Source: an optimization exercise on an open RTL-to-GDS flow (aim: small area, a short achievable clock period and few clock cycles per item). Production flows keep margins and buffers that such runs may drop. RTL that was checked went through simulation tests only; none was proved equivalent to the original. The clock port is modelled as an ideal driver, which makes a skipped or thinned clock tree look cheaper than it is; a real chip needs a root buffer or a tree. Power and IR drop assume default switching activity.

## v56
==> flow/design.v (excerpt) <==
module subordinate #(
    localparam DATA_WIDTH = 32,
    localparam ADDRESS_WIDTH = 4
) (
    input  axi_aclk_in,
    input  axi_aresetn_in,
    input  [ADDRESS_WIDTH-1:0] axi_awaddr_in,
    input  [2:0] axi_awprot_in,
    input  axi_awvalid_in,
    input  [DATA_WIDTH-1:0] axi_wdata_in,
    input  [ADDRESS_WIDTH-1:0] axi_wstrb_in,
    input  axi_wvalid_in,
    input  axi_bready_in,
    input  [ADDRESS_WIDTH-1:0] axi_araddr_in,
    input  [2:0] axi_arprot_in,
    input  axi_arvalid_in,
    input  axi_rready_in,
    output axi_awready_out,
    output axi_wready_out,
    output [1:0] axi_bresp_out,
    output axi_bvalid_out,
    output axi_arready_out,
    output [DATA_WIDTH-1:0] axi_rdata_out,
    output [1:0] axi_rresp_out,
    output axi_rvalid_out
);
clock: 2.5 ns
lec_check: 0
cap_margin: 20
core_margin: 2
core_utilization: 40
cts_buf_list: sky130_fd_sc_hd__clkbuf_8
cts_cluster_size: 30
setup_slack_margin: 0.8
slew_margin: 20
standard.sh (not shown) runs the stock make flow with config.mk's settings and CLKGATE_MAP_FILE= SYNTH_SCRIPT=/design/flow/synth_recipe.tcl, a recipe that flattens the netlist after the stock synthesis.
==> flow/flow/run.sh <==
#!/bin/bash
# Standard ORFS layout, with plain buffers (instead of the default delay
# cells) on the ports.
set -euo pipefail
export BUFFER_PORTS_ARGS="-buffer_cell sky130_fd_sc_hd__buf_1"
bash standard.sh > flow_make.log 2>&1
v56 went all the way through the flow, and no timing, DRC or antenna check failed.
diff inputs: v56 => v45
Settings: removing SETUP_SLACK_MARGIN (formerly 0.8); removing CTS_BUF_LIST (formerly sky130_fd_sc_hd__clkbuf_8); removing CTS_CLUSTER_SIZE (formerly 30).
## What came out
- More vias were needed by v56 than by v45.
- As of v45, overall power consumption had risen by a few percent compared to v56.
- Relative to v56, area share of buffers outside the clock network decreased by 1.1 points in v45.
- v45 does better than v56 on leakage power of the design.
The inputs of v32 differ from those of v45 as listed below.
Settings: CTS_CLUSTER_SIZE newly set to 30; CTS_BUF_LIST newly set to sky130_fd_sc_hd__clkbuf_8.
==> notes.md <==
- Looking at the reports, v32 completed the entire flow and the layout it produced met the timing, design-rule and antenna checks.
- Summary of the comparison: post-route minimum period is higher in v32, relative to v45.
- For maximum resistive drop on vdd, dividing the value from v45 by the value from v32 gives 1.3.
- Via count of the first global-routing pass (v32 over v45): decrease, 11
- Summary of v32 over v45: total power consumption of the routed design has decreased, worst setup slack has decreased, via density per instance has decreased, starting density of the core has remained practically unchanged, cell area has decreased.
#### Input delta (v11 over v32)
Settings: SETUP_SLACK_MARGIN: unset -> 1.2.
Results
[v11] critical-path maximum fanout fell 13 relative to v32. On initial antenna violation count, v32 and v11 are neck and neck. Number of vias per cell: v32 vs v11, no meaningful difference. From v32 to v11 the numbers moved as follows: maximum clock rate climbed about 7%, number of gates on the worst path with buffers counted saw a decrease, via count now sits higher. In the flow results for v32 and v11, the total of clock buffers placed in the layout is larger on v11.
Function was not checked in any run of this note: the RTL went through the layout flow alone.

---

subordinate, a different RTL version from the one above (not shown whole).
Size in the first run: roughly 170 flip-flops, ~98 I/O pins, roughly 0.0063 mm2 of cells after synthesis.
export LEC_CHECK = 0
export CAP_MARGIN = 20
export CORE_MARGIN = 2
export CORE_UTILIZATION = 40
export SLEW_MARGIN = 20
create_clock -name core_clock -period 2.5 [get_ports {axi_aclk_in}]
==> flow/flow/run.sh <==
#!/bin/bash
# Standard ORFS layout, with plain buffers (instead of the default delay
# cells) on the ports. ORFS logs stay under orfs/logs; make's own output
# goes to flow_make.log.
set -euo pipefail
export BUFFER_PORTS_ARGS="-buffer_cell sky130_fd_sc_hd__buf_1"
export CTS_ARGS="-sink_clustering_enable -repair_clock_nets -root_buf sky130_fd_sc_hd__clkbuf_8 -buf_list sky130_fd_sc_hd__clkbuf_8 -sink_clustering_size 24 -sink_clustering_max_diameter 100 -sink_clustering_levels 1"
bash standard.sh > flow_make.log 2>&1
The first run completed with no timing, DRC or antenna violations.
Testbench counts at the start, summed over its fixed seeds: cycles 1,288, items 2,560.
Rerun with:
==> flow/run.sh (new file) <==
#!/bin/bash
# synth_recipe.tcl (not shown) runs the flow's synth.tcl, then flattens the netlist and writes it again
# the make line also repeats each setting of config.mk as NAME=value (left out here)
make -C /OpenROAD-flow-scripts/flow DESIGN_CONFIG=/design/flow/config.mk WORK_HOME=/design/flow/orfs CLKGATE_MAP_FILE= SYNTH_SCRIPT=/design/flow/synth_recipe.tcl finish
removed: flow/flow/run.sh
removed: flow/standard.sh
What happened: Sequential share of layout area falls by 6.9 points. Synthesized area stays the same. Cell area is higher by 11%. Power came out higher by 21%. Die area does not change. Synthesized cell count is unchanged.
Rerun with:
==> flow/flow/run.sh (new file) <==
#!/bin/bash
# Standard ORFS layout, with plain buffers (instead of the default delay
# cells) on the ports. ORFS logs stay under orfs/logs; make's own output
# goes to flow_make.log.
set -euo pipefail
export BUFFER_PORTS_ARGS="-buffer_cell sky130_fd_sc_hd__buf_1"
export CTS_ARGS="-sink_clustering_enable -repair_clock_nets -root_buf sky130_fd_sc_hd__clkbuf_16 -buf_list sky130_fd_sc_hd__clkbuf_16 -sink_clustering_size 50 -sink_clustering_max_diameter 300"
bash standard.sh > flow_make.log 2>&1
==> flow/standard.sh (new file) <==
#!/bin/bash
# synth_recipe.tcl (not shown) runs the flow's synth.tcl, then flattens the netlist and writes it again
# the make line also repeats each setting of config.mk as NAME=value (left out here)
make -C /OpenROAD-flow-scripts/flow DESIGN_CONFIG=/design/flow/config.mk WORK_HOME=/design/flow/orfs CLKGATE_MAP_FILE= SYNTH_SCRIPT=/design/flow/synth_recipe.tcl "${@:-finish}"
removed: flow/run.sh
Result: The changed run completed with no timing, DRC or antenna violations. Total power came out lower by 7.8%. Via count came out lower by about 0.9%. Sequential power hardly moves. Cell area came out lower by 7.6%. Clock power came out lower by 15%.
Rerun with:
==> flow/flow/run.sh (replaced) <==
#!/bin/bash
# Standard ORFS layout, with plain buffers (instead of the default delay
# cells) on the ports.
set -euo pipefail
export BUFFER_PORTS_ARGS="-buffer_cell sky130_fd_sc_hd__buf_1"
bash standard.sh > flow_make.log 2>&1
- CTS_BUF_LIST: unset -> sky130_fd_sc_hd__clkbuf_8
- CTS_CLUSTER_SIZE: unset -> 30
The new run produced a clean layout.
Global-route usage barely changes.
Fmax decreases by 2.9%.
First-iteration DRC count decreases by 15%.
Wire length increases by 0.67%.
Setup slack degrades by 0.046 ns.

---

build 92:
Another version of the RTL of subordinate (not shown whole).
For scale: about 160 flip-flops, roughly 98 I/O pins, ~6100 um^2 of cells after synthesis.
export LEC_CHECK = 0
export CAP_MARGIN = 0
export CORE_MARGIN = 2
export CORE_UTILIZATION = 60
export SETUP_SLACK_MARGIN = 1.1
export SLEW_MARGIN = 0
create_clock -name core_clock -period 2.5 [get_ports {axi_aclk_in}]
==> flow/flow/run.sh <==
#!/bin/bash
# Standard ORFS layout with two changes: plain buffers (instead of the
# default delay cells) on the ports, and a two-level clock tree built by
# flow/cts.tcl in place of TritonCTS: the clock port drives 2 sky130_fd_sc_hd__clkbuf_16,
# which drive 12 sky130_fd_sc_hd__clkbuf_8 leaf buffers, each driving one cluster of registers.
# ORFS logs stay under orfs/logs; make's output goes to flow_make.log.
set -euo pipefail
export BUFFER_PORTS_ARGS="-buffer_cell sky130_fd_sc_hd__buf_1"
export PRE_CTS_TCL="$(pwd)/flow/cts.tcl"
export MY_CTS_N1=2
export MY_CTS_CELL1=sky130_fd_sc_hd__clkbuf_16
export MY_CTS_N2=12
export MY_CTS_CELL2=sky130_fd_sc_hd__clkbuf_8

bash standard.sh > flow_make.log 2>&1
Other scripts of this flow, unchanged in this note and not shown: flow/flow/cts.tcl
Build 92 ran to completion and came out clean on the timing, design-rule and antenna checks.
Testbench counts of build 92, summed over its fixed seeds: cycles 1,288, items 2,560.
#### Input delta (build 54 over build 92)
- changing CAP_MARGIN from 0 to 20
- setting ABC_AREA to 1 for the first time
- changing SLEW_MARGIN from 0 to 20
==> notes.md <==
| slack of the worst reg-to-reg path | higher: build 54 |. For met3 track demand over resource in global routing, build 92 and build 54 come out practically identical. In the reports for build 92 and build 54, the larger routing usage on met2 belongs to build 54. When the final numbers for build 92 and build 54 were put side by side, the core utilization of the finished layout turned out to be greater in build 92. On wire length on met3: between build 92 and build 54, it ends up lower for build 92. For area of all placed cells without fillers, dividing the value from build 54 by the value from build 92 gives 1.10. Final-layout fill cell count in build 54 vs build 92: up 31%. Compared build 92 against build 54; achievable clock frequency within noise. Compared with build 92, build 54 shows count of placed standard cells including taps higher by 342. Of build 92 and build 54, build 92 shows the lower maximum fanout encountered on the critical timing path, with build 54 above it.
## Diff of input files: build 22 against build 54
- SETUP_SLACK_MARGIN: 1.1 -> 1.25
- CORE_UTILIZATION: 60 -> 40
- ABC_AREA: 1 -> unset
## What came out
Going from build 54 to build 22, average detailed-routed wire length per instance has increased, global placement routability congestion has decreased. Compared with build 54, in build 22 sequential share of layout area rose 0.92 points, combinational share of power rose 0.5 points, share of the clock period used by the worst path after layout about even.
The inputs of build 91 differ from those of build 22 as listed below.
- SETUP_SLACK_MARGIN now 1.15, was 1.25
- CORE_UTILIZATION now 60, was 40
==> notes.md <==
Build 91: flow completed, timing, DRC and antenna clean
Build 91 vs build 22, well tap count went down by 55.
Build 22 ended up with rdata[0]$_DFFE_PP_ as its start point of the critical path; build 91 ended up with rdata[5]$_DFFE_PP_.
Build 91 vs. build 22: iteration count of the initial detailed-routing pass went down, share of total power consumed by net switching went down 0.27 points.
In every run of this note, the design's own scripts or RTL, not TritonCTS, make the clock network.

---

== lane 1 ==
subordinate again, from the RTL that the note above started with.
Settings: LEC_CHECK=0, CAP_MARGIN=20, CORE_MARGIN=2, CORE_UTILIZATION=40, SETUP_SLACK_MARGIN=1.15, SLEW_MARGIN=20; clock period 2.5 ns.
==> flow/flow/run.sh <==
#!/bin/bash
# Standard ORFS layout with two changes: plain buffers (instead of the
# default delay cells) on the ports, and a two-level clock tree built by
# flow/cts.tcl in place of TritonCTS: the clock port drives 4 sky130_fd_sc_hd__clkbuf_16,
# which drive 16 sky130_fd_sc_hd__clkbuf_8 leaf buffers, each driving one cluster of registers.
# ORFS logs stay under orfs/logs; make's output goes to flow_make.log.
set -euo pipefail
export BUFFER_PORTS_ARGS="-buffer_cell sky130_fd_sc_hd__buf_1"
export PRE_CTS_TCL="$(pwd)/flow/cts.tcl"
export MY_CTS_N1=4
export MY_CTS_CELL1=sky130_fd_sc_hd__clkbuf_16
export MY_CTS_N2=16
export MY_CTS_CELL2=sky130_fd_sc_hd__clkbuf_8

bash standard.sh > flow_make.log 2>&1
==> flow/flow/cts.tcl <==

proc kmeans {pts k} {
  # pts: list of {x y}; returns list of cluster indices
  set n [llength $pts]
  set srt [lsort -integer -index 1 [lsort -integer -index 0 $pts]]
  set srt {}
  set i 0
  foreach p $pts { lappend srt [list [lindex $p 0] [lindex $p 1] $i]; incr i }
  set srt [lsort -integer -index 1 $srt]
  # seed: split by y into rows of about sqrt(k) bands, then by x
  set rows [expr {max(1, int(round(sqrt($k))))}]
  set cent {}
  set per [expr {double($n) / $k}]
  for {set c 0} {$c < $k} {incr c} {
    set s [lindex $srt [expr {min($n - 1, int(($c + 0.5) * $per))}]]
    lappend cent [list [lindex $s 0] [lindex $s 1]]
  }
  for {set iter 0} {$iter < 50} {incr iter} {
    set asg {}
    foreach p $pts {
      set best 0; set bd 1e30
      for {set c 0} {$c < $k} {incr c} {
        set q [lindex $cent $c]
        set d [expr {abs([lindex $p 0]-[lindex $q 0]) + abs([lindex $p 1]-[lindex $q 1])}]
        if {$d < $bd} { set bd $d; set best $c }
      }
      lappend asg $best
    }
    set newc {}
    for {set c 0} {$c < $k} {incr c} {
      set sx 0; set sy 0; set m 0
      foreach p $pts a $asg { if {$a == $c} { set sx [expr {$sx + [lindex $p 0]}]; set sy [expr {$sy + [lindex $p 1]}]; incr m } }
      if {$m > 0} { lappend newc [list [expr {$sx / $m}] [expr {$sy / $m}]] } else { lappend newc [lindex $cent $c] }
    }
    set cent $newc
  }
  return [list $asg $cent]
}

proc add_buf {block master name x y innet} {
  set net [odb::dbNet_create $block "${name}_net"]
  $net setSigType CLOCK
  set buf [odb::dbInst_create $block $master $name]
  $buf setLocation [expr {int($x)}] [expr {int($y)}]
  $buf setPlacementStatus PLACED
  [$buf findITerm A] connect $innet
  [$buf findITerm X] connect $net
  return $net
}

proc my_cts {n1 cell1 n2 cell2} {
  set block [ord::get_db_block]
  set clknet [$block findNet axi_aclk_in]
  set sinks {}
  set pts {}
  foreach it [$clknet getITerms] {
    set loc [[$it getInst] getLocation]
    lappend sinks $it
    lappend pts [list [lindex $loc 0] [lindex $loc 1]]
  }
  set r2 [kmeans $pts $n2]
  set asg2 [lindex $r2 0]; set cent2 [lindex $r2 1]
  set m1 [[ord::get_db] findMaster $cell1]
  set m2 [[ord::get_db] findMaster $cell2]
  if {$n1 > 0} {
    set r1 [kmeans $cent2 $n1]
    set asg1 [lindex $r1 0]; set cent1 [lindex $r1 1]
    set l1nets {}
    for {set c 0} {$c < $n1} {incr c} {
      set q [lindex $cent1 $c]
      lappend l1nets [add_buf $block $m1 "clkbuf_l1_$c" [lindex $q 0] [lindex $q 1] $clknet]
    }
  }
  set l2nets {}
  for {set c 0} {$c < $n2} {incr c} {
    set q [lindex $cent2 $c]
    if {$n1 > 0} { set in [lindex $l1nets [lindex $asg1 $c]] } else { set in $clknet }
    lappend l2nets [add_buf $block $m2 "clkbuf_l2_$c" [lindex $q 0] [lindex $q 1] $in]
  }
  foreach it $sinks a $asg2 {
    $it disconnect
    $it connect [lindex $l2nets $a]
  }
  for {set c 0} {$c < $n2} {incr c} { puts "clock leaf $c: [llength [lsearch -all $asg2 $c]] sinks" }
}

if {[info exists ::env(MY_CTS_N2)]} {
  # Sourced by ORFS before its clock tree synthesis (PRE_CTS_TCL): build the
  # tree here and turn ORFS's own clock_tree_synthesis call into a no-op.
  my_cts $::env(MY_CTS_N1) $::env(MY_CTS_CELL1) $::env(MY_CTS_N2) $::env(MY_CTS_CELL2)
  rename clock_tree_synthesis orfs_clock_tree_synthesis
  proc clock_tree_synthesis {args} { set_propagated_clock [all_clocks] }
}
Every stage of the flow completed for lane 1, and the final layout passed the timing, design-rule and antenna checks.
Testbench counts of lane 1, summed over its fixed seeds: cycles 1,288, items 2,560.
Relative to lane 1, the following input files were edited for lane 2:
- a change of CORE_UTILIZATION from 40 to 70
- a change of SETUP_SLACK_MARGIN from 1.15 to 1.1
-- flow/flow/run.sh --
<<< lane 1, line 4
# flow/cts.tcl in place of TritonCTS: the clock port drives 4 sky130_fd_sc_hd__clkbuf_16,
# which drive 16 sky130_fd_sc_hd__clkbuf_8 leaf buffers, each driving one cluster of registers.
>>> lane 2, line 4
# flow/cts.tcl in place of TritonCTS: the clock port drives 2 sky130_fd_sc_hd__clkbuf_16,
# which drive 12 sky130_fd_sc_hd__clkbuf_8 leaf buffers, each driving one cluster of registers.
<<< lane 1, line 10
export MY_CTS_N1=4
>>> lane 2, line 10
export MY_CTS_N1=2
<<< lane 1, line 12
export MY_CTS_N2=16
>>> lane 2, line 12
export MY_CTS_N2=12
### Flow results
Lane 1 completed end to end with timing, DRC and antenna clean.
In summary, lane 2 completed successfully, with a layout that passed the timing, design-rule and antenna checks.
Looking at overall power, lane 2 sits 7.2% lower than lane 1 does.
Looking at all-layer global routing usage, lane 2 sits 7.4 points higher than lane 1 does.
For the net switching component of the power, lane 2 came in 7.1% lower than lane 1 did.
Changes observed in lane 2 relative to lane 1: routed wire length has decreased, wire length of the first global-routing pass has decreased.
Compared with lane 1, lane 2 shows die width lower by about 24%.
Compared with lane 1, lane 2 shows a power share of the clock group that is 4.6 points lower.
Compared to lane 1, lane 2 shows a narrower setup margin.
[inputs] lane 3 vs lane 2
- swapping 70 for 60 in CORE_UTILIZATION
-- flow/flow/run.sh --
<<< lane 2, line 5
# which drive 12 sky130_fd_sc_hd__clkbuf_8 leaf buffers, each driving one cluster of registers.
>>> lane 3, line 5
# which drive 10 sky130_fd_sc_hd__clkbuf_8 leaf buffers, each driving one cluster of registers.
<<< lane 2, line 12
export MY_CTS_N2=12
>>> lane 3, line 12
export MY_CTS_N2=10
Notes after the runs:
Status: final cycle utilization of the critical path parity (lane 3, lane 2)
From lane 2 to lane 3 the numbers moved as follows: worst hold slack moved down, total met2 wirelength after detailed routing decreased about 4.3%, power share of the clock group moved down, power consumed by sequential cells has remained practically unchanged, total placed instance area shows an increase of 0.82%.
Final area of lane 3 exceeds that of lane 2 slightly.
Compared lane 2 against lane 3; sequential cell count within noise.
No run of this note takes its clock network from TritonCTS; it comes from the design's own scripts or RTL.

[static timing again, ports no longer ideal]
The results above use ideal ports. As a check the final layouts listed here were re-extracted and re-timed, cells and wires unchanged. Step 1 (the two cells are an assumption about what drives the block):
set clk [get_ports {axi_aclk_in}]
set_driving_cell -lib_cell sky130_fd_sc_hd__clkbuf_16 $clk
set_driving_cell -lib_cell sky130_fd_sc_hd__buf_2 [delete_from_list [all_inputs] $clk]
Step 2 moves the port delays by t, midway between the first and last clock arrival at a register: inputs arrive t later, outputs are due t later. That takes back most of the time a late clock gives input paths. Three values: ideal ports, drivers, drivers and shift; two values: the first two.
| run | t, ns | setup slack, ns | latest minus earliest clock arrival (ns) | worst register clock-pin slew, ns | cell pins on the clock port's net |
|---|---|---|---|---|---|
| v56 | 0.486 | 0.690 / 0.651 / 0.476 | 0.009 / 0.009 | 0.08 / 0.08 | 1 |
| v45 | 0.453 | 0.625 / 0.612 / 0.329 | 0.010 / 0.009 | 0.06 / 0.06 | 1 |
| v32 | 0.478 | 0.604 / 0.580 / 0.297 | 0.011 / 0.011 | 0.08 / 0.08 | 1 |
| v11 | 0.460 | 0.726 / 0.693 / 0.571 | 0.011 / 0.011 | 0.08 / 0.08 | 1 |
| the first run of note 2 | 0.482 | 0.947 / 0.911 / 0.649 | 0.014 / 0.014 | 0.08 / 0.08 | 1 |
| the second run of note 2 | 0.442 | 0.372 / 0.350 / 0.326 | 0.010 / 0.010 | 0.06 / 0.06 | 1 |
| the third run of note 2 | 0.450 | 0.992 / 0.954 / 0.643 | 0.006 / 0.007 | 0.06 / 0.06 | 1 |
| the fourth run of note 2 | 0.482 | 0.947 / 0.911 / 0.649 | 0.014 / 0.014 | 0.08 / 0.08 | 1 |
| build 92 | 0.351 | 1.109 / 1.081 / 0.803 | 0.030 / 0.030 | 0.11 / 0.11 | 2 |
| build 54 | 0.356 | 1.106 / 1.065 / 0.779 | 0.042 / 0.042 | 0.10 / 0.10 | 2 |
| build 22 | 0.358 | 1.103 / 1.049 / 0.790 | 0.033 / 0.033 | 0.11 / 0.11 | 2 |
| build 91 | 0.360 | 1.105 / 1.048 / 0.835 | 0.070 / 0.069 | 0.10 / 0.10 | 2 |
| lane 1 | 0.356 | 1.138 / 1.085 / 0.864 | 0.038 / 0.038 | 0.09 / 0.09 | 4 |
| lane 2 | 0.347 | 1.108 / 1.088 / 0.793 | 0.034 / 0.034 | 0.10 / 0.10 | 2 |
| lane 3 | 0.355 | 1.109 / 1.059 / 0.791 | 0.040 / 0.040 | 0.12 / 0.12 | 2 |
After both steps setup and hold are still met in every run listed. The setup slack of the third run of note 2, which loses most, moves by -0.038 ns with the drivers and by -0.349 ns with both steps.
